What follows belongs to an exercise in optimizing a design on an open flow for small area and a short achievable clock period; a production flow would make more cautious choices.
Where RTL was checked, it was by simulation tests only, not by an equivalence proof against the original.
Power and IR drop assume default switching activity.

Setup of try-zinc:
// CPU
module CPU(
    input clk,
    input reset,
    output [15:0] imem_addr,
    input [15:0] imem_data,
    output rf_we,
    output [3:0] rf_waddr,
    output [15:0] rf_wdata,
    output flag_n,
    output flag_z
);
clock: 27.0 ns
lec_check: 0
cap_margin: 20
core_margin: 2
core_utilization: 55
slew_margin: 20
standard.sh (not shown) runs the stock make flow with config.mk's settings and CLKGATE_MAP_FILE= SYNTH_SCRIPT=/design/flow/synth_recipe.tcl, a recipe that flattens the netlist after the stock synthesis.
==> flow/flow/run.sh <==
#!/bin/bash
# Layout flow: the standard flow (standard synthesis included, unchanged),
# with two changes to how the layout is made:
#  - the timing repair is asked for more setup slack than the constraint
#    needs (flow/setup_margin.txt, ns), so that it sizes and buffers the
#    critical paths towards a shorter period;
#  - clock tree synthesis gets the arguments in flow/cts_args.txt.
# The clock period and constraints are the standard flow's own (constraint.sdc).
set -euo pipefail
MARGIN=$(cat flow/setup_margin.txt)
CTS=$(cat flow/cts_args.txt)
bash standard.sh SETUP_SLACK_MARGIN="$MARGIN" CTS_ARGS="$CTS" finish > standard_flow.log 2>&1
==> flow/flow/cts_args.txt <==
-sink_clustering_enable -repair_clock_nets -dont_use_dummy_load -sink_clustering_size 24 -sink_clustering_max_diameter 90
==> flow/flow/setup_margin.txt <==
20.0
Inputs modified between try-zinc and try-yarrow:
- CORE_UTILIZATION changed from 55 to 65
==> flow/flow/setup_margin.txt <==
19.8
==> summary.txt <==
The routed via count of try-yarrow exceeds that of try-zinc by 1.9%.
The layout-stage area growth over the synthesis result number comes out higher for try-zinc vs try-yarrow.
try-yarrow and try-zinc ended up with nearly the same hold-fix buffer count after cts.


== branch lagoon ==
CPU, a different RTL version from the one above (not shown whole).
Size in the first run: roughly 2800 cells after synthesis, ~29000 sq um of cells after synthesis.
==> flow/config.mk <==
export PLATFORM = sky130hd
export DESIGN_NAME = CPU
export DESIGN_NICKNAME = CPU
export VERILOG_FILES = /design/flow/design.v
export SDC_FILE = /design/flow/constraint.sdc
export NUM_CORES = 4
export LEC_CHECK = 0
export CAP_MARGIN = 20
export CORE_MARGIN = 2
export CORE_UTILIZATION = 55
export SLEW_MARGIN = 20
==> flow/constraint.sdc <==
create_clock -name core_clock -period 27.0 [get_ports {clk}]
set_input_delay 5.4000 -clock core_clock [delete_from_list [all_inputs] [get_ports {clk}]]
set_output_delay 5.4000 -clock core_clock [all_outputs]
set_load 0.01 [all_outputs]
==> flow/flow/setup_margin.txt <==
20.45
Scripts as last shown in full above: flow/flow/run.sh, flow/flow/cts_args.txt
Input-level comparison between branch tundra and branch lagoon:
==> flow/flow/setup_margin.txt <==
19.8
==> comparison <==
- branch tundra against branch lagoon: number of post-CTS setup repair buffers -74, actual slew at the worst max-slew pin up 0.18 ns, data arrival time of the critical path moved up.
- NOTE: fill cell instance count of the final layout in branch tundra exceeds that of branch lagoon
- Against branch lagoon, branch tundra comes in 0.29 ns higher on pre-CTS setup slack.
- Re minimum setup slack in the final design: branch tundra is 0.49 ns down on branch lagoon.
- Delta (branch tundra minus branch lagoon): sequential share of layout area rose by 1.6 points; power after layout fell by 4.6%; internal power fell by 0.068 mW; utilization fell by 3.1 points.
- branch tundra has relative area change from synthesis to final layout below what branch lagoon had.
Function was not checked in any run of this note: the RTL went through the layout flow alone.


CPU with an RTL version that a note above also has.
Size in the first run: ~2900 cells after synthesis, about 450 flip-flops, roughly 57 I/O pins.
## CPU
module CPU(
    input clk,
    input reset,
    output [15:0] imem_addr,
    input [15:0] imem_data,
    output rf_we,
    output [3:0] rf_waddr,
    output [15:0] rf_wdata,
    output flag_n,
    output flag_z
);
==> flow/config.mk <==
export PLATFORM = sky130hd
export DESIGN_NAME = CPU
export DESIGN_NICKNAME = CPU
export VERILOG_FILES = /design/flow/design.v
export SDC_FILE = /design/flow/constraint.sdc
export NUM_CORES = 4
export LEC_CHECK = 0
export CAP_MARGIN = 20
export CORE_MARGIN = 2
export CORE_UTILIZATION = 55
export SLEW_MARGIN = 20
==> flow/constraint.sdc <==
create_clock -name core_clock -period 27.0 [get_ports {clk}]
set_input_delay 5.4000 -clock core_clock [delete_from_list [all_inputs] [get_ports {clk}]]
set_output_delay 5.4000 -clock core_clock [all_outputs]
set_load 0.01 [all_outputs]
==> flow/flow/setup_margin.txt <==
20.7
Scripts as last shown in full above: flow/flow/run.sh, flow/flow/cts_args.txt
==> next run, changes <==
==> flow/flow/setup_margin.txt (replaced) <==
20.45
Combinational power falls by a little under a tenth; power falls by a few percent; routed wire length falls by a few percent; sequential power barely changes; die area is unchanged; register-to-register slack loses 0.15 ns; utilization falls by 2.8 points; critical path depth is unchanged; cell area falls by a few percent; worst setup slack gains 0.055 ns.


CPU, a different RTL version from the one above (not shown whole).
Size in the first run: ~450 flip-flops, roughly 57 I/O pins, about 29,000 µm² of cells after synthesis.
clock: 27.0 ns
lec_check: 0
cap_margin: 10
core_margin: 2
core_utilization: 55
slew_margin: 10
==> flow/flow/cts_args.txt <==
-sink_clustering_enable -repair_clock_nets -dont_use_dummy_load -sink_clustering_size 30 -sink_clustering_max_diameter 100
==> flow/flow/setup_margin.txt <==
19.8
Scripts as last shown in full above: flow/flow/run.sh
The first run finished with timing, DRC and antenna clean.
Rerun with:
==> flow/flow/cts_args.txt (replaced) <==
-sink_clustering_enable -repair_clock_nets -dont_use_dummy_load -sink_clustering_size 24 -sink_clustering_max_diameter 90
CAP_MARGIN = 20   (was 10)
CORE_UTILIZATION = 70   (was 55)
SLEW_MARGIN = 20   (was 10)
What happened: The changed run ran to the end with no violations; design area shrinks by 1.3%; setup slack gets better by 18 ps; die area falls by 21%.


== v6 ==
RTL: one of the versions met above, not the one the previous note started from.
Size in the first run: ~2900 cells after synthesis, ~450 flip-flops, about 0.029 mm² of cells after synthesis.
export LEC_CHECK = 0
export CAP_MARGIN = 20
export CORE_MARGIN = 2
export CORE_UTILIZATION = 55
export SLEW_MARGIN = 20
create_clock -name core_clock -period 27.0 [get_ports {clk}]
==> flow/flow/cts_args.txt <==
-sink_clustering_enable -repair_clock_nets -dont_use_dummy_load -sink_clustering_size 24 -sink_clustering_max_diameter 90
==> flow/flow/setup_margin.txt <==
20.2
Scripts as last shown in full above: flow/flow/run.sh
Input changes introduced in v7 (baseline for comparison: v6):
==> flow/flow/setup_margin.txt <==
19.8
### Flow results
NOTE: clock network fraction of total power in v7 falls short of that of v6
Going from v6 to v7, the utilization was found to have gone down by 1.1 points.
v7 vs v6 — power dropped by a few percent

[afterwards: timing with drivers on the ports]
In the flow no input, the clock included, has a driving cell. The finished layouts below were timed again as built, in two steps. Step 1 sets driving cells, clkbuf_16 on the clock port and buf_2 on the other inputs (assumed; they add their load-dependent delay and slew). Step 2 adds t to the input delays and takes it off the output delays; t is the mean of the earliest and latest rising clock arrival at the registers after step 1. Input paths then give back, and output paths get back, about the clock's delay inside the block. Slacks: ideal ports / drivers / drivers and shift; pairs: ideal ports / drivers.
run | t (ns) | slack for setup (ns) | hold slack, ns | latest minus earliest clock arrival (ns)
try-zinc | 0.622 | 20.020 / 19.957 / 19.453 | 0.335 / 0.335 / 0.335 | 0.082 / 0.082
try-yarrow | 0.627 | 19.814 / 19.753 / 19.347 | 0.314 / 0.314 / 0.314 | 0.096 / 0.096
branch lagoon | 0.627 | 20.360 / 20.300 / 20.119 | 0.280 / 0.280 / 0.280 | 0.128 / 0.128
branch tundra | 0.617 | 19.870 / 19.811 / 19.592 | 0.296 / 0.296 / 0.296 | 0.113 / 0.112
the first run of note 3 | 0.649 | 20.374 / 20.305 / 20.053 | 0.317 / 0.317 / 0.317 | 0.092 / 0.092
the second run of note 3 | 0.625 | 20.429 / 20.365 / 19.925 | 0.331 / 0.331 / 0.331 | 0.081 / 0.081
the first run of note 4 | 0.610 | 19.866 / 19.806 / 19.419 | 0.329 / 0.329 / 0.329 | 0.077 / 0.076
the second run of note 4 | 0.625 | 19.884 / 19.822 / 19.431 | 0.333 / 0.333 / 0.333 | 0.079 / 0.079
v6 | 0.645 | 20.237 / 20.194 / 19.549 | 0.309 / 0.309 / 0.309 | 0.108 / 0.109
v7 | 0.619 | 19.915 / 19.853 / 19.258 | 0.314 / 0.314 / 0.314 | 0.079 / 0.079
After both steps every run listed still meets setup and hold. For v6, which loses most, drivers alone change the setup slack by -0.043 ns; drivers and shift together by -0.688 ns. Setup slack includes reset recovery checks.
